What follows belongs to an exercise in optimizing a design on an open flow for small area, a short achievable clock period and few clock cycles per item; a production flow would make more cautious choices. No functional check of the RTL was part of any run shown here.

<file path="flow/config.mk">
export PLATFORM = sky130hd
export DESIGN_NAME = arctan
export DESIGN_NICKNAME = arctan
export VERILOG_FILES = /design/flow/design.v
export SDC_FILE = /design/flow/constraint.sdc
export NUM_CORES = 4
export LEC_CHECK = 0
export ABC_AREA = 1
export CAP_MARGIN = 20
export CORE_MARGIN = 2
export CORE_UTILIZATION = 40
export SETUP_SLACK_MARGIN = 2.7
export SLEW_MARGIN = 20
</file>
<file path="flow/constraint.sdc">
create_clock -name core_clock -period 5.0 [get_ports {s00_axis_aclk}]
set_input_delay 1.0000 -clock core_clock [delete_from_list [all_inputs] [get_ports {s00_axis_aclk}]]
set_output_delay 1.0000 -clock core_clock [all_outputs]
set_load 0.01 [all_outputs]
</file>
<file path="flow/run.sh">
#!/bin/bash
# synth_recipe.tcl (not shown) runs the flow's synth.tcl, then flattens the netlist and writes it again
# the make line also repeats each setting of config.mk as NAME=value (left out here)
make -C /OpenROAD-flow-scripts/flow DESIGN_CONFIG=/design/flow/config.mk WORK_HOME=/design/flow/orfs CLKGATE_MAP_FILE= SYNTH_SCRIPT=/design/flow/synth_recipe.tcl finish
</file>
<file path="flow/design.v">
module arctan #
	(
		parameter integer C_S00_AXIS_TDATA_WIDTH	= 32,
		parameter integer C_M00_AXIS_TDATA_WIDTH	= 32,
    parameter integer ITERATIONS = 16
	)
	(
		input wire  s00_axis_aclk, s00_axis_aresetn,
		input wire  s00_axis_tlast, s00_axis_tvalid,
		input wire [C_S00_AXIS_TDATA_WIDTH-1 : 0] s00_axis_tdata,
		input wire [(C_S00_AXIS_TDATA_WIDTH/8)-1: 0] s00_axis_tstrb,
		output logic  s00_axis_tready,
		input wire  m00_axis_aclk, m00_axis_aresetn,
		input wire  m00_axis_tready,
		output logic  m00_axis_tvalid, m00_axis_tlast,
		output logic [C_M00_AXIS_TDATA_WIDTH-1 : 0] m00_axis_tdata,
		output logic [(C_M00_AXIS_TDATA_WIDTH/8)-1: 0] m00_axis_tstrb
	);
  logic sv;   
  logic ov;   
  wire adv = ~sv;
  assign s00_axis_tready = adv;
  wire signed [15:0] x_in = s00_axis_tdata[15:0];
  wire signed [15:0] y_in = s00_axis_tdata[31:16];
  logic s0_v;
  logic [4:0] s0_side;
  logic signed [15:0] s0_x, s0_y;
  logic [1:0] s0_q;
  logic [0:0] s0_b;
  logic s1_v;
  logic [4:0] s1_side;
  logic signed [15:0] s1_x, s1_y;
  logic [1:0] s1_q;
  logic [1:0] s1_b;
  logic s2_v;
  logic [4:0] s2_side;
  logic signed [15:0] s2_x, s2_y;
  logic [1:0] s2_q;
  logic [2:0] s2_b;
  logic s3_v;
  logic [4:0] s3_side;
  logic signed [15:0] s3_x, s3_y;
  logic [1:0] s3_q;
  logic [3:0] s3_b;
  logic s4_v;
  logic [4:0] s4_side;
  logic signed [15:0] s4_x, s4_y;
  logic [1:0] s4_q;
  logic [4:0] s4_b;
  logic s5_v;
  logic [4:0] s5_side;
  logic signed [15:0] s5_x, s5_y;
  logic [1:0] s5_q;
  logic [5:0] s5_b;
  logic s6_v;
  logic [4:0] s6_side;
  logic signed [15:0] s6_x, s6_y;
  logic [1:0] s6_q;
  logic [6:0] s6_b;
  logic s7_v;
  logic [4:0] s7_side;
  logic signed [15:0] s7_x, s7_y;
  logic [1:0] s7_q;
  logic [7:0] s7_b;
  logic s8_v;
  logic [4:0] s8_side;
  logic signed [15:0] s8_x, s8_y;
  logic [1:0] s8_q;
  logic [8:0] s8_b;
  logic s9_v;
  logic [4:0] s9_side;
  logic signed [15:0] s9_x, s9_y;
  logic [1:0] s9_q;
  logic [9:0] s9_b;
  logic s10_v;
  logic [4:0] s10_side;
  logic signed [15:0] s10_x, s10_y;
  logic [1:0] s10_q;
  logic [10:0] s10_b;
  logic s11_v;
  logic [4:0] s11_side;
  logic signed [15:0] s11_x, s11_y;
  logic [1:0] s11_q;
  logic [11:0] s11_b;
  logic s12_v;
  logic [4:0] s12_side;
  logic signed [15:0] s12_x, s12_y;
  logic [1:0] s12_q;
  logic [12:0] s12_b;
  logic s13_v;
  logic [4:0] s13_side;
  logic signed [15:0] s13_x, s13_y;
  logic [3:0] s13_kpc;
  logic signed [18:0] s13_kk;
  logic [1:0] s13_q;
  logic [13:0] s13_b;
  logic s14_v;
  logic [4:0] s14_side;
  logic signed [18:0] s14_r;
  logic signed [4:0] s14_pc;
  logic [1:0] s14_bl;
  wire c0_neg = x_in[15];
  wire c0_yneg = y_in[15];
  logic signed [15:0] c0_xf, c0_yf;
  assign c0_xf = (x_in ^ {16{c0_neg}}) + 16'(c0_neg);
  assign c0_yf = (y_in ^ {16{c0_neg}}) + 16'(c0_neg);
  wire c0_dn0 = ~c0_yf[15];   
  logic [0:0] c0_b;
  assign c0_b = {c0_dn0};
  always_ff @(posedge s00_axis_aclk) begin
    if (s00_axis_aresetn == 1'b0) s0_v <= 1'b0;
    else if (adv) s0_v <= s00_axis_tvalid;
  end
  always_ff @(posedge s00_axis_aclk) begin
    if (adv) begin
      s0_x <= c0_xf;
      s0_y <= c0_yf;
      s0_q <= {c0_neg, c0_yneg};
      s0_b <= c0_b;
      s0_side <= {s00_axis_tlast, s00_axis_tstrb};
    end
  end
  wire c1_d0 = s0_b[0];   
  logic signed [15:0] c1_x1, c1_y1;
  logic signed [15:0] c1_x1_op;
  assign c1_x1_op = (s0_y >>> 0);
  logic [16:0] c1_x1_s;
  assign c1_x1_s = {s0_x, 1'b1} + {c1_x1_op ^ {16{s0_y[15]}}, s0_y[15]};
  assign c1_x1 = c1_x1_s[16:1];
  logic signed [15:0] c1_y1_op;
  assign c1_y1_op = (s0_x >>> 0);
  logic [16:0] c1_y1_s;
  assign c1_y1_s = {s0_y, 1'b1} + {c1_y1_op ^ {16{c1_d0}}, c1_d0};
  assign c1_y1 = c1_y1_s[16:1];
  wire c1_dn1 = ~c1_y1[15];   
  logic [1:0] c1_b;
  assign c1_b = {c1_dn1, s0_b};
  always_ff @(posedge s00_axis_aclk) begin
    if (s00_axis_aresetn == 1'b0) s1_v <= 1'b0;
    else if (adv) s1_v <= s0_v;
  end
  always_ff @(posedge s00_axis_aclk) begin
    if (adv) begin
      s1_x <= c1_x1;
      s1_y <= c1_y1;
      s1_q <= s0_q;
      s1_b <= c1_b;
      s1_side <= s0_side;
    end
  end
  wire c2_d1 = s1_b[1];   
  logic signed [15:0] c2_x2, c2_y2;
  logic signed [15:0] c2_x2_op;
  assign c2_x2_op = (s1_y >>> 1);
  logic [16:0] c2_x2_s;
  assign c2_x2_s = {s1_x, 1'b1} + {c2_x2_op ^ {16{s1_y[15]}}, s1_y[15]};
  assign c2_x2 = c2_x2_s[16:1];
  logic signed [15:0] c2_y2_op;
  assign c2_y2_op = (s1_x >>> 1);
  logic [16:0] c2_y2_s;
  assign c2_y2_s = {s1_y, 1'b1} + {c2_y2_op ^ {16{c2_d1}}, c2_d1};
  assign c2_y2 = c2_y2_s[16:1];
  wire c2_dn2 = ~c2_y2[15];   
  logic [2:0] c2_b;
  assign c2_b = {c2_dn2, s1_b};
  always_ff @(posedge s00_axis_aclk) begin
    if (s00_axis_aresetn == 1'b0) s2_v <= 1'b0;
    else if (adv) s2_v <= s1_v;
  end
  always_ff @(posedge s00_axis_aclk) begin
    if (adv) begin
      s2_x <= c2_x2;
      s2_y <= c2_y2;
      s2_q <= s1_q;
      s2_b <= c2_b;
      s2_side <= s1_side;
    end
  end
  wire c3_d2 = s2_b[2];   
  logic signed [15:0] c3_x3, c3_y3;
  logic signed [15:0] c3_x3_op;
  assign c3_x3_op = (s2_y >>> 2);
  logic [16:0] c3_x3_s;
  assign c3_x3_s = {s2_x, 1'b1} + {c3_x3_op ^ {16{s2_y[15]}}, s2_y[15]};
  assign c3_x3 = c3_x3_s[16:1];
  logic signed [15:0] c3_y3_op;
  assign c3_y3_op = (s2_x >>> 2);
  logic [16:0] c3_y3_s;
  assign c3_y3_s = {s2_y, 1'b1} + {c3_y3_op ^ {16{c3_d2}}, c3_d2};
  assign c3_y3 = c3_y3_s[16:1];
  wire c3_dn3 = ~c3_y3[15];   
  logic [3:0] c3_b;
  assign c3_b = {c3_dn3, s2_b};
  always_ff @(posedge s00_axis_aclk) begin
    if (s00_axis_aresetn == 1'b0) s3_v <= 1'b0;
    else if (adv) s3_v <= s2_v;
  end
  always_ff @(posedge s00_axis_aclk) begin
    if (adv) begin
      s3_x <= c3_x3;
      s3_y <= c3_y3;
      s3_q <= s2_q;
      s3_b <= c3_b;
      s3_side <= s2_side;
    end
  end
  wire c4_d3 = s3_b[3];   
  logic signed [15:0] c4_x4, c4_y4;
  logic signed [15:0] c4_x4_op;
  assign c4_x4_op = (s3_y >>> 3);
  logic [16:0] c4_x4_s;
  assign c4_x4_s = {s3_x, 1'b1} + {c4_x4_op ^ {16{s3_y[15]}}, s3_y[15]};
  assign c4_x4 = c4_x4_s[16:1];
  logic signed [15:0] c4_y4_op;
  assign c4_y4_op = (s3_x >>> 3);
  logic [16:0] c4_y4_s;
  assign c4_y4_s = {s3_y, 1'b1} + {c4_y4_op ^ {16{c4_d3}}, c4_d3};
  assign c4_y4 = c4_y4_s[16:1];
  wire c4_dn4 = ~c4_y4[15];   
  logic [4:0] c4_b;
  assign c4_b = {c4_dn4, s3_b};
  always_ff @(posedge s00_axis_aclk) begin
    if (s00_axis_aresetn == 1'b0) s4_v <= 1'b0;
    else if (adv) s4_v <= s3_v;
  end
  always_ff @(posedge s00_axis_aclk) begin
    if (adv) begin
      s4_x <= c4_x4;
      s4_y <= c4_y4;
      s4_q <= s3_q;
      s4_b <= c4_b;
      s4_side <= s3_side;
    end
  end
  wire c5_d4 = s4_b[4];   
  logic signed [15:0] c5_x5, c5_y5;
  logic signed [15:0] c5_x5_op;
  assign c5_x5_op = (s4_y >>> 4);
  logic [16:0] c5_x5_s;
  assign c5_x5_s = {s4_x, 1'b1} + {c5_x5_op ^ {16{s4_y[15]}}, s4_y[15]};
  assign c5_x5 = c5_x5_s[16:1];
  logic signed [15:0] c5_y5_op;
  assign c5_y5_op = (s4_x >>> 4);
  logic [16:0] c5_y5_s;
  assign c5_y5_s = {s4_y, 1'b1} + {c5_y5_op ^ {16{c5_d4}}, c5_d4};
  assign c5_y5 = c5_y5_s[16:1];
  wire c5_dn5 = ~c5_y5[15];   
  logic [5:0] c5_b;
  assign c5_b = {c5_dn5, s4_b};
  always_ff @(posedge s00_axis_aclk) begin
    if (s00_axis_aresetn == 1'b0) s5_v <= 1'b0;
    else if (adv) s5_v <= s4_v;
  end
  always_ff @(posedge s00_axis_aclk) begin
    if (adv) begin
      s5_x <= c5_x5;
      s5_y <= c5_y5;
      s5_q <= s4_q;
      s5_b <= c5_b;
      s5_side <= s4_side;
    end
  end
  wire c6_d5 = s5_b[5];   
  logic signed [15:0] c6_x6, c6_y6;
  logic signed [15:0] c6_x6_op;
  assign c6_x6_op = (s5_y >>> 5);
  logic [16:0] c6_x6_s;
  assign c6_x6_s = {s5_x, 1'b1} + {c6_x6_op ^ {16{s5_y[15]}}, s5_y[15]};
  assign c6_x6 = c6_x6_s[16:1];
  logic signed [15:0] c6_y6_op;
  assign c6_y6_op = (s5_x >>> 5);
  logic [16:0] c6_y6_s;
  assign c6_y6_s = {s5_y, 1'b1} + {c6_y6_op ^ {16{c6_d5}}, c6_d5};
  assign c6_y6 = c6_y6_s[16:1];
  wire c6_dn6 = ~c6_y6[15];   
  logic [6:0] c6_b;
  assign c6_b = {c6_dn6, s5_b};
  always_ff @(posedge s00_axis_aclk) begin
    if (s00_axis_aresetn == 1'b0) s6_v <= 1'b0;
    else if (adv) s6_v <= s5_v;
  end
  always_ff @(posedge s00_axis_aclk) begin
    if (adv) begin
      s6_x <= c6_x6;
      s6_y <= c6_y6;
      s6_q <= s5_q;
      s6_b <= c6_b;
      s6_side <= s5_side;
    end
  end
  wire c7_d6 = s6_b[6];   
  logic signed [15:0] c7_x7, c7_y7;
  logic signed [15:0] c7_x7_op;
  assign c7_x7_op = (s6_y >>> 6);
  logic [16:0] c7_x7_s;
  assign c7_x7_s = {s6_x, 1'b1} + {c7_x7_op ^ {16{s6_y[15]}}, s6_y[15]};
  assign c7_x7 = c7_x7_s[16:1];
  logic signed [15:0] c7_y7_op;
  assign c7_y7_op = (s6_x >>> 6);
  logic [16:0] c7_y7_s;
  assign c7_y7_s = {s6_y, 1'b1} + {c7_y7_op ^ {16{c7_d6}}, c7_d6};
  assign c7_y7 = c7_y7_s[16:1];
  wire c7_dn7 = ~c7_y7[15];   
  logic [7:0] c7_b;
  assign c7_b = {c7_dn7, s6_b};
  always_ff @(posedge s00_axis_aclk) begin
    if (s00_axis_aresetn == 1'b0) s7_v <= 1'b0;
    else if (adv) s7_v <= s6_v;
  end
  always_ff @(posedge s00_axis_aclk) begin
    if (adv) begin
      s7_x <= c7_x7;
      s7_y <= c7_y7;
      s7_q <= s6_q;
      s7_b <= c7_b;
      s7_side <= s6_side;
    end
  end
  wire c8_d7 = s7_b[7];   
  logic signed [15:0] c8_x8, c8_y8;
  logic signed [15:0] c8_x8_op;
  assign c8_x8_op = (s7_y >>> 7);
  logic [16:0] c8_x8_s;
  assign c8_x8_s = {s7_x, 1'b1} + {c8_x8_op ^ {16{s7_y[15]}}, s7_y[15]};
  assign c8_x8 = c8_x8_s[16:1];
  logic signed [15:0] c8_y8_op;
  assign c8_y8_op = (s7_x >>> 7);
  logic [16:0] c8_y8_s;
  assign c8_y8_s = {s7_y, 1'b1} + {c8_y8_op ^ {16{c8_d7}}, c8_d7};
  assign c8_y8 = c8_y8_s[16:1];
  wire c8_dn8 = ~c8_y8[15];   
  logic [8:0] c8_b;
  assign c8_b = {c8_dn8, s7_b};
  always_ff @(posedge s00_axis_aclk) begin
    if (s00_axis_aresetn == 1'b0) s8_v <= 1'b0;
    else if (adv) s8_v <= s7_v;
  end
  always_ff @(posedge s00_axis_aclk) begin
    if (adv) begin
      s8_x <= c8_x8;
      s8_y <= c8_y8;
      s8_q <= s7_q;
      s8_b <= c8_b;
      s8_side <= s7_side;
    end
  end
  wire c9_d8 = s8_b[8];   
  logic signed [15:0] c9_x9, c9_y9;
  logic signed [15:0] c9_x9_op;
  assign c9_x9_op = (s8_y >>> 8);
  logic [16:0] c9_x9_s;
  assign c9_x9_s = {s8_x, 1'b1} + {c9_x9_op ^ {16{s8_y[15]}}, s8_y[15]};
  assign c9_x9 = c9_x9_s[16:1];
  logic signed [15:0] c9_y9_op;
  assign c9_y9_op = (s8_x >>> 8);
  logic [16:0] c9_y9_s;
  assign c9_y9_s = {s8_y, 1'b1} + {c9_y9_op ^ {16{c9_d8}}, c9_d8};
  assign c9_y9 = c9_y9_s[16:1];
  wire c9_dn9 = ~c9_y9[15];   
  logic [9:0] c9_b;
  assign c9_b = {c9_dn9, s8_b};
  always_ff @(posedge s00_axis_aclk) begin
    if (s00_axis_aresetn == 1'b0) s9_v <= 1'b0;
    else if (adv) s9_v <= s8_v;
  end
  always_ff @(posedge s00_axis_aclk) begin
    if (adv) begin
      s9_x <= c9_x9;
      s9_y <= c9_y9;
      s9_q <= s8_q;
      s9_b <= c9_b;
      s9_side <= s8_side;
    end
  end
  wire c10_d9 = s9_b[9];   
  logic signed [15:0] c10_x10, c10_y10;
  logic signed [15:0] c10_x10_op;
  assign c10_x10_op = (s9_y >>> 9);
  logic [16:0] c10_x10_s;
  assign c10_x10_s = {s9_x, 1'b1} + {c10_x10_op ^ {16{s9_y[15]}}, s9_y[15]};
  assign c10_x10 = c10_x10_s[16:1];
  logic signed [15:0] c10_y10_op;
  assign c10_y10_op = (s9_x >>> 9);
  logic [16:0] c10_y10_s;
  assign c10_y10_s = {s9_y, 1'b1} + {c10_y10_op ^ {16{c10_d9}}, c10_d9};
  assign c10_y10 = c10_y10_s[16:1];
  wire c10_dn10 = ~c10_y10[15];   
  logic [10:0] c10_b;
  assign c10_b = {c10_dn10, s9_b};
  always_ff @(posedge s00_axis_aclk) begin
    if (s00_axis_aresetn == 1'b0) s10_v <= 1'b0;
    else if (adv) s10_v <= s9_v;
  end
  always_ff @(posedge s00_axis_aclk) begin
    if (adv) begin
      s10_x <= c10_x10;
      s10_y <= c10_y10;
      s10_q <= s9_q;
      s10_b <= c10_b;
      s10_side <= s9_side;
    end
  end
  wire c11_d10 = s10_b[10];   
  logic signed [15:0] c11_x11, c11_y11;
  logic signed [15:0] c11_x11_op;
  assign c11_x11_op = (s10_y >>> 10);
  logic [16:0] c11_x11_s;
  assign c11_x11_s = {s10_x, 1'b1} + {c11_x11_op ^ {16{s10_y[15]}}, s10_y[15]};
  assign c11_x11 = c11_x11_s[16:1];
  logic signed [15:0] c11_y11_op;
  assign c11_y11_op = (s10_x >>> 10);
  logic [16:0] c11_y11_s;
  assign c11_y11_s = {s10_y, 1'b1} + {c11_y11_op ^ {16{c11_d10}}, c11_d10};
  assign c11_y11 = c11_y11_s[16:1];
  wire c11_dn11 = ~c11_y11[15];   
  logic [11:0] c11_b;
  assign c11_b = {c11_dn11, s10_b};
  always_ff @(posedge s00_axis_aclk) begin
    if (s00_axis_aresetn == 1'b0) s11_v <= 1'b0;
    else if (adv) s11_v <= s10_v;
  end
  always_ff @(posedge s00_axis_aclk) begin
    if (adv) begin
      s11_x <= c11_x11;
      s11_y <= c11_y11;
      s11_q <= s10_q;
      s11_b <= c11_b;
      s11_side <= s10_side;
    end
  end
  wire c12_d11 = s11_b[11];   
  logic signed [15:0] c12_x12, c12_y12;
  logic signed [15:0] c12_x12_op;
  assign c12_x12_op = (s11_y >>> 11);
  logic [16:0] c12_x12_s;
  assign c12_x12_s = {s11_x, 1'b1} + {c12_x12_op ^ {16{s11_y[15]}}, s11_y[15]};
  assign c12_x12 = c12_x12_s[16:1];
  logic signed [15:0] c12_y12_op;
  assign c12_y12_op = (s11_x >>> 11);
  logic [16:0] c12_y12_s;
  assign c12_y12_s = {s11_y, 1'b1} + {c12_y12_op ^ {16{c12_d11}}, c12_d11};
  assign c12_y12 = c12_y12_s[16:1];
  wire c12_dn12 = ~c12_y12[15];   
  logic [12:0] c12_b;
  assign c12_b = {c12_dn12, s11_b};
  always_ff @(posedge s00_axis_aclk) begin
    if (s00_axis_aresetn == 1'b0) s12_v <= 1'b0;
    else if (adv) s12_v <= s11_v;
  end
  always_ff @(posedge s00_axis_aclk) begin
    if (adv) begin
      s12_x <= c12_x12;
      s12_y <= c12_y12;
      s12_q <= s11_q;
      s12_b <= c12_b;
      s12_side <= s11_side;
    end
  end
  wire c13_d12 = s12_b[12];   
  logic signed [15:0] c13_x13, c13_y13;
  logic signed [15:0] c13_x13_op;
  assign c13_x13_op = (s12_y >>> 12);
  logic [16:0] c13_x13_s;
  assign c13_x13_s = {s12_x, 1'b1} + {c13_x13_op ^ {16{s12_y[15]}}, s12_y[15]};
  assign c13_x13 = c13_x13_s[16:1];
  logic signed [15:0] c13_y13_op;
  assign c13_y13_op = (s12_x >>> 12);
  logic [16:0] c13_y13_s;
  assign c13_y13_s = {s12_y, 1'b1} + {c13_y13_op ^ {16{c13_d12}}, c13_d12};
  assign c13_y13 = c13_y13_s[16:1];
  logic signed [18:0] c13_k, c13_k0, c13_k1, c13_k2;
  assign c13_k0 = (s12_b[4] ? (s12_b[3] ? (s12_b[2] ? (s12_b[1] ? (s12_b[0] ? 19'sd53037 : 19'sd1567) : (s12_b[0] ? 19'sd22653 : -19'sd28817)) : (s12_b[1] ? (s12_b[0] ? 19'sd36983 : -19'sd14487) : (s12_b[0] ? 19'sd6599 : -19'sd44871))) : (s12_b[2] ? (s12_b[1] ? (s12_b[0] ? 19'sd44889 : -19'sd6581) : (s12_b[0] ? 19'sd14505 : -19'sd36965)) : (s12_b[1] ? (s12_b[0] ? 19'sd28835 : -19'sd22635) : (s12_b[0] ? -19'sd1549 : -19'sd53019)))) : (s12_b[3] ? (s12_b[2] ? (s12_b[1] ? (s12_b[0] ? 19'sd48947 : -19'sd2523) : (s12_b[0] ? 19'sd18563 : -19'sd32907)) : (s12_b[1] ? (s12_b[0] ? 19'sd32893 : -19'sd18577) : (s12_b[0] ? 19'sd2509 : -19'sd48961))) : (s12_b[2] ? (s12_b[1] ? (s12_b[0] ? 19'sd40799 : -19'sd10671) : (s12_b[0] ? 19'sd10415 : -19'sd41055)) : (s12_b[1] ? (s12_b[0] ? 19'sd24745 : -19'sd26725) : (s12_b[0] ? -19'sd5639 : -19'sd57109)))));
  assign c13_k1 = (s12_b[4] ? (s12_b[3] ? (s12_b[2] ? (s12_b[1] ? (s12_b[0] ? 19'sd155980 : 19'sd104510) : (s12_b[0] ? 19'sd125596 : 19'sd74126)) : (s12_b[1] ? (s12_b[0] ? 19'sd139926 : 19'sd88456) : (s12_b[0] ? 19'sd109542 : 19'sd58072))) : (s12_b[2] ? (s12_b[1] ? (s12_b[0] ? 19'sd147832 : 19'sd96362) : (s12_b[0] ? 19'sd117448 : 19'sd65978)) : (s12_b[1] ? (s12_b[0] ? 19'sd131778 : 19'sd80308) : (s12_b[0] ? 19'sd101394 : 19'sd49924)))) : (s12_b[3] ? (s12_b[2] ? (s12_b[1] ? (s12_b[0] ? 19'sd151890 : 19'sd100420) : (s12_b[0] ? 19'sd121506 : 19'sd70036)) : (s12_b[1] ? (s12_b[0] ? 19'sd135836 : 19'sd84366) : (s12_b[0] ? 19'sd105452 : 19'sd53982))) : (s12_b[2] ? (s12_b[1] ? (s12_b[0] ? 19'sd143742 : 19'sd92272) : (s12_b[0] ? 19'sd113358 : 19'sd61888)) : (s12_b[1] ? (s12_b[0] ? 19'sd127688 : 19'sd76218) : (s12_b[0] ? 19'sd97304 : 19'sd45834)))));
  assign c13_k2 = (s12_b[4] ? (s12_b[3] ? (s12_b[2] ? (s12_b[1] ? (s12_b[0] ? -19'sd49906 : -19'sd101376) : (s12_b[0] ? -19'sd80290 : -19'sd131760)) : (s12_b[1] ? (s12_b[0] ? -19'sd65960 : -19'sd117430) : (s12_b[0] ? -19'sd96344 : -19'sd147814))) : (s12_b[2] ? (s12_b[1] ? (s12_b[0] ? -19'sd58054 : -19'sd109524) : (s12_b[0] ? -19'sd88438 : -19'sd139908)) : (s12_b[1] ? (s12_b[0] ? -19'sd74108 : -19'sd125578) : (s12_b[0] ? -19'sd104492 : -19'sd155962)))) : (s12_b[3] ? (s12_b[2] ? (s12_b[1] ? (s12_b[0] ? -19'sd53996 : -19'sd105466) : (s12_b[0] ? -19'sd84380 : -19'sd135850)) : (s12_b[1] ? (s12_b[0] ? -19'sd70050 : -19'sd121520) : (s12_b[0] ? -19'sd100434 : -19'sd151904))) : (s12_b[2] ? (s12_b[1] ? (s12_b[0] ? -19'sd62144 : -19'sd113614) : (s12_b[0] ? -19'sd92528 : -19'sd143998)) : (s12_b[1] ? (s12_b[0] ? -19'sd78198 : -19'sd129668) : (s12_b[0] ? -19'sd108582 : -19'sd160052)))));
  assign c13_k = s12_q[1] ? (s12_q[0] ? c13_k2 : c13_k1) : c13_k0;
  logic [3:0] c13_pc;
  assign c13_pc = (s12_b[12] ? (s12_b[11] ? (s12_b[10] ? (s12_b[9] ? (s12_b[8] ? (s12_b[7] ? (s12_b[6] ? (s12_b[5] ? 4'd8 : 4'd7) : (s12_b[5] ? 4'd7 : 4'd6)) : (s12_b[6] ? (s12_b[5] ? 4'd7 : 4'd6) : (s12_b[5] ? 4'd6 : 4'd5))) : (s12_b[7] ? (s12_b[6] ? (s12_b[5] ? 4'd7 : 4'd6) : (s12_b[5] ? 4'd6 : 4'd5)) : (s12_b[6] ? (s12_b[5] ? 4'd6 : 4'd5) : (s12_b[5] ? 4'd5 : 4'd4)))) : (s12_b[8] ? (s12_b[7] ? (s12_b[6] ? (s12_b[5] ? 4'd7 : 4'd6) : (s12_b[5] ? 4'd6 : 4'd5)) : (s12_b[6] ? (s12_b[5] ? 4'd6 : 4'd5) : (s12_b[5] ? 4'd5 : 4'd4))) : (s12_b[7] ? (s12_b[6] ? (s12_b[5] ? 4'd6 : 4'd5) : (s12_b[5] ? 4'd5 : 4'd4)) : (s12_b[6] ? (s12_b[5] ? 4'd5 : 4'd4) : (s12_b[5] ? 4'd4 : 4'd3))))) : (s12_b[9] ? (s12_b[8] ? (s12_b[7] ? (s12_b[6] ? (s12_b[5] ? 4'd7 : 4'd6) : (s12_b[5] ? 4'd6 : 4'd5)) : (s12_b[6] ? (s12_b[5] ? 4'd6 : 4'd5) : (s12_b[5] ? 4'd5 : 4'd4))) : (s12_b[7] ? (s12_b[6] ? (s12_b[5] ? 4'd6 : 4'd5) : (s12_b[5] ? 4'd5 : 4'd4)) : (s12_b[6] ? (s12_b[5] ? 4'd5 : 4'd4) : (s12_b[5] ? 4'd4 : 4'd3)))) : (s12_b[8] ? (s12_b[7] ? (s12_b[6] ? (s12_b[5] ? 4'd6 : 4'd5) : (s12_b[5] ? 4'd5 : 4'd4)) : (s12_b[6] ? (s12_b[5] ? 4'd5 : 4'd4) : (s12_b[5] ? 4'd4 : 4'd3))) : (s12_b[7] ? (s12_b[6] ? (s12_b[5] ? 4'd5 : 4'd4) : (s12_b[5] ? 4'd4 : 4'd3)) : (s12_b[6] ? (s12_b[5] ? 4'd4 : 4'd3) : (s12_b[5] ? 4'd3 : 4'd2)))))) : (s12_b[10] ? (s12_b[9] ? (s12_b[8] ? (s12_b[7] ? (s12_b[6] ? (s12_b[5] ? 4'd7 : 4'd6) : (s12_b[5] ? 4'd6 : 4'd5)) : (s12_b[6] ? (s12_b[5] ? 4'd6 : 4'd5) : (s12_b[5] ? 4'd5 : 4'd4))) : (s12_b[7] ? (s12_b[6] ? (s12_b[5] ? 4'd6 : 4'd5) : (s12_b[5] ? 4'd5 : 4'd4)) : (s12_b[6] ? (s12_b[5] ? 4'd5 : 4'd4) : (s12_b[5] ? 4'd4 : 4'd3)))) : (s12_b[8] ? (s12_b[7] ? (s12_b[6] ? (s12_b[5] ? 4'd6 : 4'd5) : (s12_b[5] ? 4'd5 : 4'd4)) : (s12_b[6] ? (s12_b[5] ? 4'd5 : 4'd4) : (s12_b[5] ? 4'd4 : 4'd3))) : (s12_b[7] ? (s12_b[6] ? (s12_b[5] ? 4'd5 : 4'd4) : (s12_b[5] ? 4'd4 : 4'd3)) : (s12_b[6] ? (s12_b[5] ? 4'd4 : 4'd3) : (s12_b[5] ? 4'd3 : 4'd2))))) : (s12_b[9] ? (s12_b[8] ? (s12_b[7] ? (s12_b[6] ? (s12_b[5] ? 4'd6 : 4'd5) : (s12_b[5] ? 4'd5 : 4'd4)) : (s12_b[6] ? (s12_b[5] ? 4'd5 : 4'd4) : (s12_b[5] ? 4'd4 : 4'd3))) : (s12_b[7] ? (s12_b[6] ? (s12_b[5] ? 4'd5 : 4'd4) : (s12_b[5] ? 4'd4 : 4'd3)) : (s12_b[6] ? (s12_b[5] ? 4'd4 : 4'd3) : (s12_b[5] ? 4'd3 : 4'd2)))) : (s12_b[8] ? (s12_b[7] ? (s12_b[6] ? (s12_b[5] ? 4'd5 : 4'd4) : (s12_b[5] ? 4'd4 : 4'd3)) : (s12_b[6] ? (s12_b[5] ? 4'd4 : 4'd3) : (s12_b[5] ? 4'd3 : 4'd2))) : (s12_b[7] ? (s12_b[6] ? (s12_b[5] ? 4'd4 : 4'd3) : (s12_b[5] ? 4'd3 : 4'd2)) : (s12_b[6] ? (s12_b[5] ? 4'd3 : 4'd2) : (s12_b[5] ? 4'd2 : 4'd1))))))) : (s12_b[11] ? (s12_b[10] ? (s12_b[9] ? (s12_b[8] ? (s12_b[7] ? (s12_b[6] ? (s12_b[5] ? 4'd7 : 4'd6) : (s12_b[5] ? 4'd6 : 4'd5)) : (s12_b[6] ? (s12_b[5] ? 4'd6 : 4'd5) : (s12_b[5] ? 4'd5 : 4'd4))) : (s12_b[7] ? (s12_b[6] ? (s12_b[5] ? 4'd6 : 4'd5) : (s12_b[5] ? 4'd5 : 4'd4)) : (s12_b[6] ? (s12_b[5] ? 4'd5 : 4'd4) : (s12_b[5] ? 4'd4 : 4'd3)))) : (s12_b[8] ? (s12_b[7] ? (s12_b[6] ? (s12_b[5] ? 4'd6 : 4'd5) : (s12_b[5] ? 4'd5 : 4'd4)) : (s12_b[6] ? (s12_b[5] ? 4'd5 : 4'd4) : (s12_b[5] ? 4'd4 : 4'd3))) : (s12_b[7] ? (s12_b[6] ? (s12_b[5] ? 4'd5 : 4'd4) : (s12_b[5] ? 4'd4 : 4'd3)) : (s12_b[6] ? (s12_b[5] ? 4'd4 : 4'd3) : (s12_b[5] ? 4'd3 : 4'd2))))) : (s12_b[9] ? (s12_b[8] ? (s12_b[7] ? (s12_b[6] ? (s12_b[5] ? 4'd6 : 4'd5) : (s12_b[5] ? 4'd5 : 4'd4)) : (s12_b[6] ? (s12_b[5] ? 4'd5 : 4'd4) : (s12_b[5] ? 4'd4 : 4'd3))) : (s12_b[7] ? (s12_b[6] ? (s12_b[5] ? 4'd5 : 4'd4) : (s12_b[5] ? 4'd4 : 4'd3)) : (s12_b[6] ? (s12_b[5] ? 4'd4 : 4'd3) : (s12_b[5] ? 4'd3 : 4'd2)))) : (s12_b[8] ? (s12_b[7] ? (s12_b[6] ? (s12_b[5] ? 4'd5 : 4'd4) : (s12_b[5] ? 4'd4 : 4'd3)) : (s12_b[6] ? (s12_b[5] ? 4'd4 : 4'd3) : (s12_b[5] ? 4'd3 : 4'd2))) : (s12_b[7] ? (s12_b[6] ? (s12_b[5] ? 4'd4 : 4'd3) : (s12_b[5] ? 4'd3 : 4'd2)) : (s12_b[6] ? (s12_b[5] ? 4'd3 : 4'd2) : (s12_b[5] ? 4'd2 : 4'd1)))))) : (s12_b[10] ? (s12_b[9] ? (s12_b[8] ? (s12_b[7] ? (s12_b[6] ? (s12_b[5] ? 4'd6 : 4'd5) : (s12_b[5] ? 4'd5 : 4'd4)) : (s12_b[6] ? (s12_b[5] ? 4'd5 : 4'd4) : (s12_b[5] ? 4'd4 : 4'd3))) : (s12_b[7] ? (s12_b[6] ? (s12_b[5] ? 4'd5 : 4'd4) : (s12_b[5] ? 4'd4 : 4'd3)) : (s12_b[6] ? (s12_b[5] ? 4'd4 : 4'd3) : (s12_b[5] ? 4'd3 : 4'd2)))) : (s12_b[8] ? (s12_b[7] ? (s12_b[6] ? (s12_b[5] ? 4'd5 : 4'd4) : (s12_b[5] ? 4'd4 : 4'd3)) : (s12_b[6] ? (s12_b[5] ? 4'd4 : 4'd3) : (s12_b[5] ? 4'd3 : 4'd2))) : (s12_b[7] ? (s12_b[6] ? (s12_b[5] ? 4'd4 : 4'd3) : (s12_b[5] ? 4'd3 : 4'd2)) : (s12_b[6] ? (s12_b[5] ? 4'd3 : 4'd2) : (s12_b[5] ? 4'd2 : 4'd1))))) : (s12_b[9] ? (s12_b[8] ? (s12_b[7] ? (s12_b[6] ? (s12_b[5] ? 4'd5 : 4'd4) : (s12_b[5] ? 4'd4 : 4'd3)) : (s12_b[6] ? (s12_b[5] ? 4'd4 : 4'd3) : (s12_b[5] ? 4'd3 : 4'd2))) : (s12_b[7] ? (s12_b[6] ? (s12_b[5] ? 4'd4 : 4'd3) : (s12_b[5] ? 4'd3 : 4'd2)) : (s12_b[6] ? (s12_b[5] ? 4'd3 : 4'd2) : (s12_b[5] ? 4'd2 : 4'd1)))) : (s12_b[8] ? (s12_b[7] ? (s12_b[6] ? (s12_b[5] ? 4'd4 : 4'd3) : (s12_b[5] ? 4'd3 : 4'd2)) : (s12_b[6] ? (s12_b[5] ? 4'd3 : 4'd2) : (s12_b[5] ? 4'd2 : 4'd1))) : (s12_b[7] ? (s12_b[6] ? (s12_b[5] ? 4'd3 : 4'd2) : (s12_b[5] ? 4'd2 : 4'd1)) : (s12_b[6] ? (s12_b[5] ? 4'd2 : 4'd1) : (s12_b[5] ? 4'd1 : 4'd0))))))));
  wire c13_dn13 = ~c13_y13[15];   
  logic [13:0] c13_b;
  assign c13_b = {c13_dn13, s12_b};
  always_ff @(posedge s00_axis_aclk) begin
    if (s00_axis_aresetn == 1'b0) s13_v <= 1'b0;
    else if (adv) s13_v <= s12_v;
  end
  always_ff @(posedge s00_axis_aclk) begin
    if (adv) begin
      s13_x <= c13_x13;
      s13_y <= c13_y13;
      s13_kpc <= c13_pc;
      s13_kk <= c13_k;
      s13_q <= s12_q;
      s13_b <= c13_b;
      s13_side <= s12_side;
    end
  end
  wire c14_d13 = s13_b[13];   
  logic signed [15:0] c14_y14;
  logic signed [15:0] c14_y14_op;
  assign c14_y14_op = (s13_x >>> 13);
  logic [16:0] c14_y14_s;
  assign c14_y14_s = {s13_y, 1'b1} + {c14_y14_op ^ {16{c14_d13}}, c14_d13};
  assign c14_y14 = c14_y14_s[16:1];
  wire c14_d14 = ~c14_y14[15];   
  logic signed [18:0] c14_k;
  assign c14_k = s13_kk;
  logic [18:0] c14_bv;
  assign c14_bv = {1'b0, 1'b0, 1'b0, 1'b0, 1'b0, 1'b0, 1'b0, s13_b[5], s13_b[6], s13_b[7], s13_b[8], s13_b[9], s13_b[10], s13_b[11], s13_b[12], 1'b0, 1'b0, 1'b0, 1'b0};
  logic signed [18:0] c14_r;
  logic [8:0] c14_lo;
  assign c14_lo = {1'b0, c14_k[11:4]} + {1'b0, c14_bv[11:4]};
  logic [6:0] c14_h0, c14_h1;
  assign c14_h0 = c14_k[18:12];
  assign c14_h1 = c14_k[18:12] + 7'd1;
  assign c14_r = {c14_lo[8] ? c14_h1 : c14_h0, c14_lo[7:0], c14_k[3:0]};
  logic [3:0] c14_pc;
  assign c14_pc = s13_kpc;
  logic signed [4:0] c14_t;
  assign c14_t = {3'b000, s13_b[13], s13_b[13]} - {1'b0, c14_pc};
  logic [14:0] c14_b;
  assign c14_b = {c14_d14, s13_b};
  always_ff @(posedge s00_axis_aclk) begin
    if (s00_axis_aresetn == 1'b0) s14_v <= 1'b0;
    else if (adv) s14_v <= s13_v;
  end
  always_ff @(posedge s00_axis_aclk) begin
    if (adv) begin
      s14_r <= c14_r;
      s14_pc <= c14_t;
      s14_bl <= c14_b[14:13];
      s14_side <= s13_side;
    end
  end
  logic signed [18:0] c15_ph;
  logic [18:0] c15_su;
  assign c15_su = {s14_r[18:1], 1'b1} + {18'(s14_pc), s14_bl[1]};
  assign c15_ph = {c15_su[18:1], s14_r[0]};
      logic signed [18:0] o_ph, k_ph;
      logic [4:0] o_side, k_side;
      wire push = adv & s14_v;
      wire load_o = m00_axis_tready | ~ov;
      always_ff @(posedge s00_axis_aclk) begin
        if (s00_axis_aresetn == 1'b0) begin
          ov <= 1'b0;
          sv <= 1'b0;
        end else if (load_o) begin
          ov <= sv | push;
          sv <= 1'b0;
        end else begin
          sv <= sv | push;
        end
      end
      always_ff @(posedge s00_axis_aclk) begin
        if (load_o) begin
          o_ph <= sv ? k_ph : c15_ph;
          o_side <= sv ? k_side : s14_side;
        end
        if (adv) begin
          k_ph <= c15_ph;
          k_side <= s14_side;
        end
      end
      assign m00_axis_tvalid = ov;
      assign m00_axis_tdata = {{(C_M00_AXIS_TDATA_WIDTH-19){o_ph[18]}}, o_ph};
      assign m00_axis_tlast = o_side[4];
      assign m00_axis_tstrb = o_side[3:0];
    endmodule
</file>
==> summary.txt, run 1 <==
Seq cells post-synth 749; Inst Count DP 6662; H-tree levels 3; Synth Instances 5123; design area just under 60000 sq um; # IOs 82; DIE HEIGHT 348.8 um; routed vias 36210; Detail Placement HPWL 78460 um; hold crit path type register to register; die area 121700 sq um; DRT antenna net count 0; commonest cells after routing, fill and taps aside 1046 x nand2_1, 708 x edfxtp_1, 475 x xor2_1; fraction of synthesized area in multiplexers less than 1%; final setup TNS 0 ps; # DRC 0; Synth Cell Area 47560 sq um; Clock Latency Late Sink 690 ps; share of cells above drive strength 1 21.75%; clk buf depth 3; Max Freq around 400 MHz; Hold-fix buffers, CTS 0; Synth Area in Compound Gates 8.874%; diodes inserted 0; Worst setup startpoint o_ph[18]$_DFFE_PP_; GRT overflow 0; WL/cell about 16 um; RSZ-0062 raised after global routing true; Synth Area in Adders between 10% and 20%; Via density just over 5; first-pass GRT wire length 170200 um; Post-Synth XOR/XNOR Area 12.00%; Mapped Nets ~5500; largest net degree at the start of global routing 154; Max Slew Vio Count 0; commonest non-fill, non-tap cell in the layout nand2_1; final setup fails 0; syn_area_per_cell 9.283 sq um; Total GRT Usage between 10% and 20%; Fin. Hold Viols 0; Cell Area, Placed 50020 sq um; Routed WL 113200 um; Worst EP required about 4000 ps; Crit. End Element primary output; slew margin rel. 40.19%; Rows about 130; Clock Skews about 46 ps; port buffer count 79; root buf cell clkbuf_16; CTS clk-pin slew, worst paths 60 ps; worst reg2reg path depth 12; Setup CP Type register to primary output; DR iter-0 viols 2198; Initial Utilization 40.33%; Core Region 117900 sq um; pin slew with the least headroom to its limit 897.1 ps; CTS tree done; Max FO, Critical Path 7; Synth cell types 57; clock sinks 749; status complete, no violations; die width 348.8 um; initial antenna violation count 1; Worst Path Arrival ~1500 ps; largest family of logic cells by synthesized area simple AND/OR/NAND/NOR gates; Critical Path End m00_axis_tdata[20]; simple-gate portion of the synthesized area a little under a fifth; vias in the first global route 33000; minimum clock period 2474 ps; Place WS 1768 ps; worst setup margin between 2000 and 3000 ps; Most used DFF post-synth edfxtp_1; worst r2r src s3_b[3]$_DFFE_PN_; DR pass1 iterations 6; Final period util 49.48%; Post-Layout Cell Count 7145; Final #Nets 5964; post-synthesis sequential area ratio a little under half; r2r endpoint s4_y[13]$_DFFE_PN_; gpl congestion around 0.9; Synthesis Warnings 1; R2R setup slack 2580 ps; max-cap violation count 0; TritonCTS Buffers 85; EDFF count, synth just over 700; Post-synth ARST share 0%; CP Launch Type register; Area Growth Syn to Fin 25.38%
[per-stage QoR]
stage          hold WS [ps]  util, %
2_1_floorplan         400.3        -
6_report              381.3    50.56
4_1_cts               386.4    46.10
3_3_place_gp          400.5    42.42
3_5_place_dp          404.5    42.42
5_1_grt               412.5    50.56
[critical path: stages (launching register included)]
cell,delay (ps)
edfxtp_1,420
buf_6,150
buf_16,130
buf_6,110
[layer usage]
metal  GRT usage, %  wire length (um)
met5              0                 0
met4          4.521              2605
met3          2.251              3828
met2          29.34             55630
met1          22.61             51160
[cells in the mapped netlist (3+ instances only)]
cell      count  area, sq um
nand2_1    1214         4557
edfxtp_1    708        21260
xor2_1      516         4519
inv_1       416         1562
ha_1        379         4742
nor2_1      371         1393
nand3_1     365         1827
a21oi_1     343         1717
o21ai_0     209         1046
xnor2_1     110        963.4
a21o_1       77        578.1
nor3_1       51        255.2
dfxtp_1      41        820.8
buf_2        35        175.2
o21bai_1     32        240.2
a31oi_1      27        168.9
nand4_1      27        168.9
clkbuf_1     25        93.84
o211ai_1     21        157.7
nand3b_1     20        150.1
buf_4        17        127.6
nor4_1       12        75.07
o21a_1       11        82.58
or2_2         9        56.30
and2_1        7        43.79
xor2_2        7        113.9
nor2_2        5        31.28
o22ai_1       5        31.28
o31ai_1       5        37.54
buf_1         4        15.01
clkinv_1      4        15.01
nand2_2       4        25.02
o21ai_1       4        20.02
xor2_4        4        110.1
a211oi_1      3        22.52
a21boi_0      3        22.52
and3_1        3        18.77
fa_1          3        60.06
[sequential cells by signal (all words and copies together), names as in the netlist, 19 cells and up]
signal and count:
o_ph 19, s14_r 19, k_ph 19, s13_kk 19
[worst min-delay path by stage]
stage | startpoint | end | cells past startpoint
detailed placement | s9_side[2]$_DFFE_PN_ | s10_side[2]$_DFFE_PN_ | 0
global placement | s7_b[5]$_DFFE_PN_ | s8_b[5]$_DFFE_PN_ | 0
floorplan | s9_b[0]$_DFFE_PN_ | s10_b[0]$_DFFE_PN_ | 0
finish | s4_q[0]$_DFFE_PN_ | s5_q[0]$_DFFE_PN_ | 0
global route | s4_q[0]$_DFFE_PN_ | s5_q[0]$_DFFE_PN_ | 0
CTS | s4_q[0]$_DFFE_PN_ | s5_q[0]$_DFFE_PN_ | 0
[kinds of logic (layout without fill, tap and decap cells)]
group | Yosys count | in the layout
DFF | 749 | 749
buffers and inverters | 506 | 991
adders and majority gates | 382 | 382
xor gates and xnor gates | 637 | 638
AOI/OAI and AO/OA | 751 | 751
and+or+nand+nor | 2097 | 2097
muxes | 1 | 1
[layout make-up]
type	instances	area (sq um)
Clock buffer	95	2175
Clock inverter	62	785.8
Fill cell	10630	58300
Inverter	421	1612
Multi-Input combinational cell	3869	27160
Sequential cell	749	22080
Tap cell	1536	1922
Timing Repair Buffer	410	3852
Timing Repair inverter	3	38.79
[what timing repair did]
item | in CTS | in global routing
setup endpoints to repair | 702 | 591
gates resized for setup | 252 | 856
pin swaps | 25 | 340
endpoints found under the hold margin | 0 | 0
buffers inserted | 108 | 206
cloned | 3 | 9
==> run 2: changes to the inputs <==
--- a/flow/config.mk
+++ b/flow/config.mk
@@ -9,5 +9,5 @@
 export CAP_MARGIN = 20
 export CORE_MARGIN = 2
 export CORE_UTILIZATION = 40
-export SETUP_SLACK_MARGIN = 2.7
+export SETUP_SLACK_MARGIN = 2.5
 export SLEW_MARGIN = 20
==> run 2 against run 1 <==
Against the previous run: sequential share of layout area is 3.8 points higher; clock skew grew 17 ps; critical path type unchanged; critical endpoint is now m00_axis_tdata[28].
==> summary.txt, run 2 <==
hold crit path type register to register; Area Growth Syn to Fin 13.83%; # IOs 82 (unchanged); Mapped Nets 5548 (unchanged); # DRC 0 (unchanged); EDFF count, synth 708 (unchanged); Seq cells post-synth 749 (unchanged); Worst Path Arrival 1580 ps (+110 ps); Total GRT Usage 16.92% (-0.16 points); clock sinks 749 (unchanged); routed vias 34480 (-4.8%); DR iter-0 viols 2243 (+2.0%); CTS tree done; Most used DFF post-synth edfxtp_1; largest family of logic cells by synthesized area simple AND/OR/NAND/NOR gates; Synth Area in Adders 10.10% (unchanged); post-synthesis sequential area ratio 46.43% (unchanged); worst-path cell chain buf_12 -> buf_2 -> clkdlybuf4s15_1; RSZ-0062 raised after global routing true; synth top area cells edfxtp_1 45%, ha_1 10%, nand2_1 9.6%, xor2_1 9.5%, nand3_1 3.8%; CP peak stage delay 410 ps (about the same); Synth Cell Area 47560 sq um (unchanged); vias in the first global route 32490 (-1.6%); Synth Area in Compound Gates 8.874% (unchanged); Yosys top cell area share 44.71% (unchanged); initial antenna violation count 2 (+1); final setup fails 0 (unchanged); syn_area_per_cell 9.283 sq um (unchanged); Via density 4.970 (-1.9%); hold path startpoint s11_b[6]$_DFFE_PN_; H-tree levels 3 (unchanged); DIE HEIGHT 348.8 um (unchanged); Detail Placement HPWL 78020 um (-0.57%); final setup TNS 0 ps (unchanged); Rows 126 (unchanged); Clock Latency Late Sink 710 ps (+20 ps); DRT antenna net count 0 (unchanged); gpl congestion 0.9042 (-0.65%); Synth area leader edfxtp_1; die area 121700 sq um (unchanged); Crit. End Element primary output; status complete, no violations; worst r2r src s1_b[1]$_DFFE_PN_; Max Slew Vio Count 0 (unchanged); most common cell in the netlist nand2_1; Crit-path slowest cell edfxtp_1; Final period util 51.57% (+2.1 points); Max Freq 387.8 MHz (-4.0%); Final #Nets 5751 (-3.6%); Post-synth ARST share 0% (unchanged); commonest cells after routing, fill and taps aside 1210 x nand2_1, 708 x edfxtp_1, 507 x xor2_1; Core Region 117900 sq um (unchanged); R2R setup slack 2590 ps (about the same); TritonCTS Buffers 87 (+2.4%); max-cap violation count 0 (unchanged); fraction of synthesized area in multiplexers 0.02105% (unchanged); Initial Utilization 40.33% (unchanged); Max FO, Critical Path 5 (-2); Crit path max-delay family buffers and inverters; DR pass1 iterations 6 (unchanged); first-pass GRT wire length 167900 um (-1.4%); CTS clk-pin slew, worst paths 60 ps (about the same); worst hold slack 391.9 ps (+10.57 ps); Synth cell types 57 (unchanged); CP Launch Type register; commonest non-fill, non-tap cell in the layout nand2_1; Synthesis Warnings 1 (unchanged); port buffer count 79 (unchanged); Clock Skews 63.10 ps (+17.31 ps); slew margin rel. 33.22% (-7.0 points); Post-Synth XOR/XNOR Area 12.00% (unchanged); minimum clock period 2578 ps (+104.2 ps); die width 348.8 um (unchanged); GRT overflow 0 (unchanged); root buf cell clkbuf_16; share of cells above drive strength 1 6.481% (-15 points); Hold-fix buffers, CTS 0 (unchanged); simple-gate portion of the synthesized area 18.27% (unchanged); pin slew with the least headroom to its limit 999.3 ps (+102.1 ps); WL/cell 15.04 um (-5.1%); fillers 11270 (+6.0%); Synth Instances 5123 (unchanged); clk buf depth 3 (unchanged); Place WS 1856 ps (+87.53 ps); Worst EP required 4000 ps (about the same); Worst setup startpoint o_ph[18]$_DFFE_PP_; Routed WL 104300 um (-7.9%); Setup CP Type register to primary output; Synth top cells by count 1214 x nand2_1, 708 x edfxtp_1, 516 x xor2_1; WP buf/inv 3 (unchanged); worst setup margin 2422 ps (-104.2 ps); largest net degree at the start of global routing 177 (+15%); Fin. Hold Viols 0 (unchanged)
[run 2: cell counts after synthesis]
Identical to the previous run, type by type.
[run 2: worst paths after layout]
kind                              to  cells past startpoint
setup / recovery  m00_axis_tdata[28]                      3
hold / removal    s12_b[6]$_DFFE_PN_                      0
setup reg to reg  s2_y[12]$_DFFE_PN_                      8
hold reg to reg   s12_b[6]$_DFFE_PN_                      0
[run 2: per-layer routing]
metal | track usage [%] | wire (um)
met4 | 4.574 | 2565
met2 | 28.75 | 49720
met1 | 22.51 | 48130
met5 | 0 | 0
met3 | 2.427 | 3887
[run 2: what timing repair did]
action,in CTS,in global routing
gates cloned,2,1
setup buffers,61,46
pin swaps,2,12
endpoints found under the hold margin,0,0
gates resized for setup,62,108
setup endpoints to repair,331,129
[run 2: cell families (layout without fill, tap and decap cells)]
logic type	Yosys count	in the layout
mux	1	1
other cells	0	1
buf+inv	506	783
compound gates	751	751
xor+xnor	637	637
flops	749	749
fa+ha+maj	382	382
simple gates	2097	2097
[run 2: cell type report]
type                       count  area, sq um  share of cell area [%]
timing repair buffer         196         1858                   3.432
antenna                        1        2.502                0.004623
clock buffer                 112         2301                   4.251
timing repair inverter         3        43.79                 0.08090
tap                         1536         1922                   3.550
multi-input combinational   3868        23750                   43.87
inverter                     421         1608                   2.970
sequential                   749        22080                   40.80
clock inverter                51        561.8                   1.038
[run 2: per-stage QoR]
step / utilization (%) / instance area (sq um) / std cells
after floorplan: - / 47620 / 5123
after global placement: 42.35 / 49940 / 6662
after detailed placement: 42.35 / 49940 / 6662
after CTS: 45.36 / 53490 / 6888
after global routing: 45.90 / 54130 / 6937
final: 45.90 / 54130 / 6937
==> run 3: changes to the inputs <==
--- a/flow/design.v
+++ b/flow/design.v
@@ -560,7 +560,11 @@
         end
       end
       assign m00_axis_tvalid = ov;
-      assign m00_axis_tdata = {{(C_M00_AXIS_TDATA_WIDTH-19){o_ph[18]}}, o_ph};
+  logic o_nsx;
+  always_ff @(posedge s00_axis_aclk) begin
+    if (load_o) o_nsx <= ~(sv ? k_ph[18] : c15_ph[18]);
+  end
+  assign m00_axis_tdata = {{(C_M00_AXIS_TDATA_WIDTH-19){~o_nsx}}, o_ph};
       assign m00_axis_tlast = o_side[4];
       assign m00_axis_tstrb = o_side[3:0];
     endmodule
==> run 3 against run 2 <==
Against the previous run: non-clock buffer count down 2; cell area up 0.58%; critical endpoint unchanged.
==> summary.txt, run 3 <==
status complete, no violations; Crit. End Element primary output; commonest non-fill, non-tap cell in the layout nand2_1; R2R setup slack 2620 ps (+30 ps); GRT overflow 0 (unchanged); # DRC 0 (unchanged); clk buf depth 3 (unchanged); Routed WL 104300 um (about the same); Initial Utilization 40.32% (about the same); port buffer count 79 (unchanged); Crit-path slowest cell edfxtp_1; worst reg2reg path depth 11 (+3); hold crit path type register to register; Yosys top cell area share 44.78% (+0.074 points); Mapped Nets 5625 (+1.4%); Synthesis Warnings 1 (unchanged); routed vias 34750 (+0.77%); DIE HEIGHT 348.8 um (about the same); Synth Instances 5200 (+1.5%); synth top area cells edfxtp_1 45%, nand2_1 10%, ha_1 10%, xor2_1 9.6%, nand3_1 3.9%; die area 121600 sq um (about the same); CP peak stage delay 480 ps (+70 ps); Final #Nets 5831 (+1.4%); EDFF count, synth 709 (+0.14%); share of cells above drive strength 1 6.099% (-0.38 points); # IOs 82 (unchanged); most common cell in the netlist nand2_1; Clock Latency Late Sink 670 ps (-40 ps); Max Slew Vio Count 0 (unchanged); Max Freq 379.1 MHz (-2.3%); commonest cells after routing, fill and taps aside 1308 x nand2_1, 709 x edfxtp_1, 511 x xor2_1; CTS tree done; worst-path cell chain clkinvlp_4 -> buf_6 -> buf_6; CTS clk-pin slew, worst paths 60 ps (about the same); final setup fails 0 (unchanged); Core Region 117900 sq um (unchanged); post-synthesis sequential area ratio 46.51% (+0.074 points); Rows 126 (unchanged); worst r2r src s6_b[6]$_DFFE_PN_; final core occ 46.17% (+0.27 points); diodes inserted 0 (-1); Area Growth Syn to Fin 14.51%; Detail Placement HPWL 78350 um (+0.42%); minimum clock period 2638 ps (+59.49 ps); Synth area leader edfxtp_1; r2r endpoint s7_y[13]$_DFFE_PN_; Critical Path End m00_axis_tdata[28]; Post-synth ARST share 0% (unchanged); Synth cell types 54 (-5.3%); die width 348.8 um (about the same); Fin. Hold Viols 0 (unchanged); DR pass1 iterations 6 (unchanged); Worst setup startpoint o_nsx$_DFFE_PP_; largest net degree at the start of global routing 178 (+0.56%); Synth top cells by count 1310 x nand2_1, 709 x edfxtp_1, 521 x xor2_1; Worst Path Arrival 1640 ps (+60 ps); clock sinks 750 (+0.13%); H-tree levels 3 (unchanged); Via density 4.955 (-0.31%); fillers 11240 (-0.32%); Clock Skews 20.99 ps (-42.10 ps); register area 22110 sq um (+0.12%); final setup TNS 0 ps (unchanged); gpl congestion 0.8887 (-1.7%); vias in the first global route 33270 (+2.4%); CP Launch Type register; TritonCTS Buffers 86 (-1.1%); Most used DFF post-synth edfxtp_1; first-pass GRT wire length 170200 um (+1.4%); max-cap violation count 0 (unchanged); syn_area_per_cell 9.143 sq um (-1.5%); Synth Cell Area 47540 sq um (about the same); Total GRT Usage 17.09% (+0.17 points); Setup CP Type register to primary output; RSZ-0062 raised after global routing true; most used cell, CP buf_6; area of the multi-input gates 23610 sq um (-0.57%); pin slew with the least headroom to its limit 1072 ps (+73.01 ps); Seq cells post-synth 750 (+0.13%); DRT antenna net count 0 (unchanged); initial antenna violation count 0 (-2); worst hold slack 410.3 ps (+18.43 ps); slew margin rel. 28.52% (-4.7 points); WL/cell 14.88 um (-1.0%); DR iter-0 viols 2186 (-2.5%); root buf cell clkbuf_16; Max FO, Critical Path 4 (-1); Worst EP required 4000 ps (about the same); Final period util 52.76% (+1.2 points)
run 3: changes by cell type after synthesis, moves of 9 or more:
cell      delta
a21o_1       -9
o21bai_1    -14
nand2_1     +96
o21ai_0     -15
nor3_1       +9
inv_1       +42
run 3: critical path: cells and delay by family, from the launching register on:
family / cells / cell delay [ps]
DFF: 1 / 480
buffers and inverters: 3 / 480
run 3: logic make-up (layout without fill, tap and decap cells):
family	Yosys count	in the layout	synth area share [%]
compound gates	713	713	8.374
xor+xnor	631	633	11.70
fa+ha+maj	382	382	10.10
buf+inv	543	817	4.561
flops	750	750	46.51
mux	1	1	0.02105
simple gates	2180	2180	18.74
run 3: per-layer routing:
metal	up-vias	part of all wire (%)	global-route usage (%)
met5	-	0	0
met2	560	49	29.94
li1	18110	-	-
met1	15930	46	22.25
met3	151	3.5	2.262
met4	0	2.2	4.196
run 3: final cells by class:
cell class	instances	share of cell area, %
flip-flops and latches	750	40.61
clock inverters	55	1.423
inverters	462	3.250
multi-input cells	3909	43.37
clock buffers	103	4.263
repair buffers	194	3.486
well taps	1536	3.530
repair inverters	3	0.06435
run 3: worst min-delay path by stage:
| stage | startpoint | end | slack (ps) | cells past startpoint |
|---|---|---|---|---|
| 2_1_floorplan | s9_b[0]$_DFFE_PN_ | s10_b[0]$_DFFE_PN_ | 400 | 0 |
| 3_3_place_gp | s10_b[8]$_DFFE_PN_ | s11_b[8]$_DFFE_PN_ | 400 | 0 |
| 3_5_place_dp | s11_b[1]$_DFFE_PN_ | s12_b[1]$_DFFE_PN_ | 400 | 0 |
| 4_1_cts | s8_q[0]$_DFFE_PN_ | s9_q[0]$_DFFE_PN_ | 410 | 0 |
| 5_1_grt | s4_q[0]$_DFFE_PN_ | s5_q[0]$_DFFE_PN_ | 410 | 0 |
| 6_report | s4_q[0]$_DFFE_PN_ | s5_q[0]$_DFFE_PN_ | 410 | 0 |
run 3: metrics by stage:
stage | cell area, sq um | instances | setup WS (ps)
after CTS | 53850 | 6972 | 2235
after detailed placement | 49950 | 6745 | 1814
after global placement | 49950 | 6745 | 1846
final | 54440 | 7012 | 2362
after global routing | 54440 | 7012 | 2271
after floorplan | 47570 | 5200 | 1898
run 3: what timing repair did:
action                                 CTS  global route
pin swaps                                2             8
endpoints found under the hold margin    0             0
cloned                                   4             3
hold buffers                             0             0
buffers inserted                        65            37
setup endpoints to repair              590           141
gates resized for setup                121            63
==> run 4: changes to the inputs <==
--- a/flow/design.v
+++ b/flow/design.v
@@ -564,7 +564,7 @@
   always_ff @(posedge s00_axis_aclk) begin
     if (load_o) o_nsx <= ~(sv ? k_ph[18] : c15_ph[18]);
   end
-  assign m00_axis_tdata = {{(C_M00_AXIS_TDATA_WIDTH-19){~o_nsx}}, o_ph};
+  assign m00_axis_tdata = {{(C_M00_AXIS_TDATA_WIDTH-25){~o_nsx}}, {6{o_ph[18]}}, o_ph};
       assign m00_axis_tlast = o_side[4];
       assign m00_axis_tstrb = o_side[3:0];
     endmodule
==> run 4 against run 3 <==
Against the previous run: die area is the same; still clean; register-to-register slack lost 40 ps; global-route usage shrank 0.070 points.
==> summary.txt, run 4 <==
Mapped Nets 5625 (unchanged); worst hold slack 401.9 ps (-8.386 ps); # DRC 0 (unchanged); Synth Cell Area 47540 sq um (unchanged); Yosys top cell area share 44.78% (unchanged); fraction of synthesized area in multiplexers 0.02105% (unchanged); root buf cell clkbuf_16; Max Freq 397.1 MHz (+4.8%); hold crit path type register to register; Post-Synth XOR/XNOR Area 11.70% (unchanged); first-pass GRT wire length 168900 um (-0.73%); Rows 126 (unchanged); worst setup margin 2482 ps (+119.8 ps); diodes inserted 0 (unchanged); worst-path cell chain buf_6 -> buf_4 -> buf_6; port buffer count 79 (unchanged); DRT antenna net count 0 (unchanged); Setup CP Type register to primary output; H-tree levels 3 (unchanged); CTS clk-pin slew, worst paths 60 ps (about the same); Synth Area in Compound Gates 8.374% (unchanged); TritonCTS Buffers 87 (+1.2%); clock sinks 750 (unchanged); vias in the first global route 33060 (-0.64%); commonest non-fill, non-tap cell in the layout nand2_1; Via density 4.968 (+0.25%); WL/cell 14.94 um (+0.40%); Worst EP required 4000 ps (about the same); # IOs 82 (unchanged); Post-synth ARST share 0% (unchanged); metal3 WL 3934 um (+7.2%); Synth Instances 5200 (unchanged); Max Slew Vio Count 0 (unchanged); commonest cells after routing, fill and taps aside 1301 x nand2_1, 709 x edfxtp_1, 508 x xor2_1; max-cap violation count 0 (unchanged); final setup TNS 0 ps (unchanged); Clock Latency Late Sink 670 ps (about the same); Area Growth Syn to Fin 14.12%; fillers 11320 (+0.79%); final setup fails 0 (unchanged); Synth cell types 54 (unchanged); Initial Utilization 40.32% (unchanged); Routed WL 104800 um (+0.47%); Synth area leader edfxtp_1; met1 wire length 48230 um (+1.2%); share of cells above drive strength 1 6.276% (+0.18 points); Top Layer Used met4; Final #Nets 5836 (+0.086%); final core occ 46.01% (-0.16 points); Crit. End Element primary output; die width 348.8 um (unchanged); metal2 WL 50430 um (-0.62%); Most used DFF post-synth edfxtp_1; Synth Area in Adders 10.10% (unchanged); Total GRT Usage 17.02% (-0.070 points); minimum clock period 2518 ps (-119.8 ps); Seq cells post-synth 750 (unchanged); die area 121600 sq um (unchanged); Synth top cells by count 1310 x nand2_1, 709 x edfxtp_1, 521 x xor2_1; DR iter-0 viols 2442 (+12%); slew margin rel. 32.86% (+4.3 points); CP peak stage delay 470 ps (about the same); Max FO, Critical Path 4 (unchanged); Crit path max-delay family flip-flops; Fin. Hold Viols 0 (unchanged); Core Region 117900 sq um (unchanged); synth top area cells edfxtp_1 45%, nand2_1 10%, ha_1 10%, xor2_1 9.6%, nand3_1 3.9%; WP buf/inv 3 (unchanged); GRT overflow 0 (unchanged); DR pass1 iterations 6 (unchanged); Synthesis Warnings 1 (unchanged); DIE HEIGHT 348.8 um (unchanged); status complete, no violations; clk buf depth 3 (unchanged); initial antenna violation count 1 (+1); routed vias 34860 (+0.32%); CP Launch Type register; RSZ-0062 raised after global routing true; syn_area_per_cell 9.143 sq um (unchanged); most common cell in the netlist nand2_1; Worst Path Arrival 1520 ps (-120 ps); Hold-fix buffers, CTS 0 (unchanged); largest family of logic cells by synthesized area simple AND/OR/NAND/NOR gates; post-synthesis sequential area ratio 46.51% (unchanged); most used cell, CP buf_6; Clock Skews 29.11 ps (+8.119 ps); Final period util 50.36% (-2.4 points); Crit-path slowest cell edfxtp_1; simple-gate portion of the synthesized area 18.74% (unchanged); pin slew with the least headroom to its limit 1007 ps (-65.22 ps); largest net degree at the start of global routing 175 (-1.7%); Place WS 1770 ps (-43.43 ps); Detail Placement HPWL 79030 um (+0.87%); gpl congestion 0.9096 (+2.4%); CTS tree done; EDFF count, synth 709 (unchanged)
run 4: final timing paths:
kind	start	endpoint	slack, ps	cells past startpoint
max	o_ph[18]$_DFFE_PP_	m00_axis_tdata[24]	2480	3
min	s7_q[0]$_DFFE_PN_	s8_q[0]$_DFFE_PN_	400	0
min reg2reg	s7_q[0]$_DFFE_PN_	s8_q[0]$_DFFE_PN_	400	0
max reg2reg	s6_b[6]$_DFFE_PN_	s7_y[13]$_DFFE_PN_	2580	11
run 4: area by class of cell:
class                   instances  area (sq um)  area share, %
multi-input cells            3908         23640          43.58
repair buffers                200          1790          3.300
clock buffers                  98          2240          4.128
flip-flops and latches        750         22120          40.76
inverters                     462          1762          3.247
repair inverters                2         27.53        0.05073
well taps                    1536          1922          3.542
clock inverters                61         757.0          1.395
run 4: repair_timing:
item / CTS / global route
gates resized for setup: 66 / 81
endpoints found under the hold margin: 0 / 0
buffers inserted: 61 / 49
cloned: 1 / 2
setup endpoints to repair: 345 / 104
pin swaps: 2 / 10
run 4: kinds of logic (layout without fill, tap and decap cells):
kind of cell	Yosys count	count (layout)
simple gates	2180	2180
compound gates	713	713
xor+xnor	631	632
buf+inv	543	823
fa+ha+maj	382	382
mux	1	1
flops	750	750
run 4: layer usage:
layer	vias up	GRT usage [%]
met5	-	0
met4	0	4.460
met3	135	2.055
met2	595	29.40
met1	16010	22.53
li1	18120	-
run 4: metrics by stage:
| step | instance area (sq um) | std cells |
|---|---|---|
| 6_report | 54260 | 7017 |
| 3_5_place_dp | 49950 | 6745 |
| 2_1_floorplan | 47570 | 5200 |
| 3_3_place_gp | 49950 | 6745 |
| 5_1_grt | 54260 | 7017 |
| 4_1_cts | 53600 | 6966 |

re-timing with driven ports:
How much do the figures lean on ideal ports? The routed layouts below were timed once more, with nothing changed but the port constraints. Step 1: set_driving_cell puts a clkbuf_16 on s00_axis_aclk and a buf_2 on each other input, an assumption about the parent block. Step 2 also shifts input and output timing later by t, the mid clock arrival at the registers, as if the neighbouring blocks saw the same clock. Slacks: ideal ports / drivers / drivers and shift; pairs: ideal ports / drivers.
run | t, ns | slack for setup (ns) | latest minus earliest clock arrival (ns)
run 1 | 0.744 | 2.526 / 2.449 / 2.164 | 0.048 / 0.047
run 2 | 0.752 | 2.422 / 2.350 / 2.035 | 0.066 / 0.066
run 3 | 0.731 | 2.362 / 2.290 / 2.011 | 0.028 / 0.028
run 4 | 0.736 | 2.482 / 2.403 / 1.995 | 0.030 / 0.030
After both steps every run listed still meets setup and hold. For run 4, which loses most, drivers alone change the setup slack by -0.079 ns; drivers and shift together by -0.487 ns.
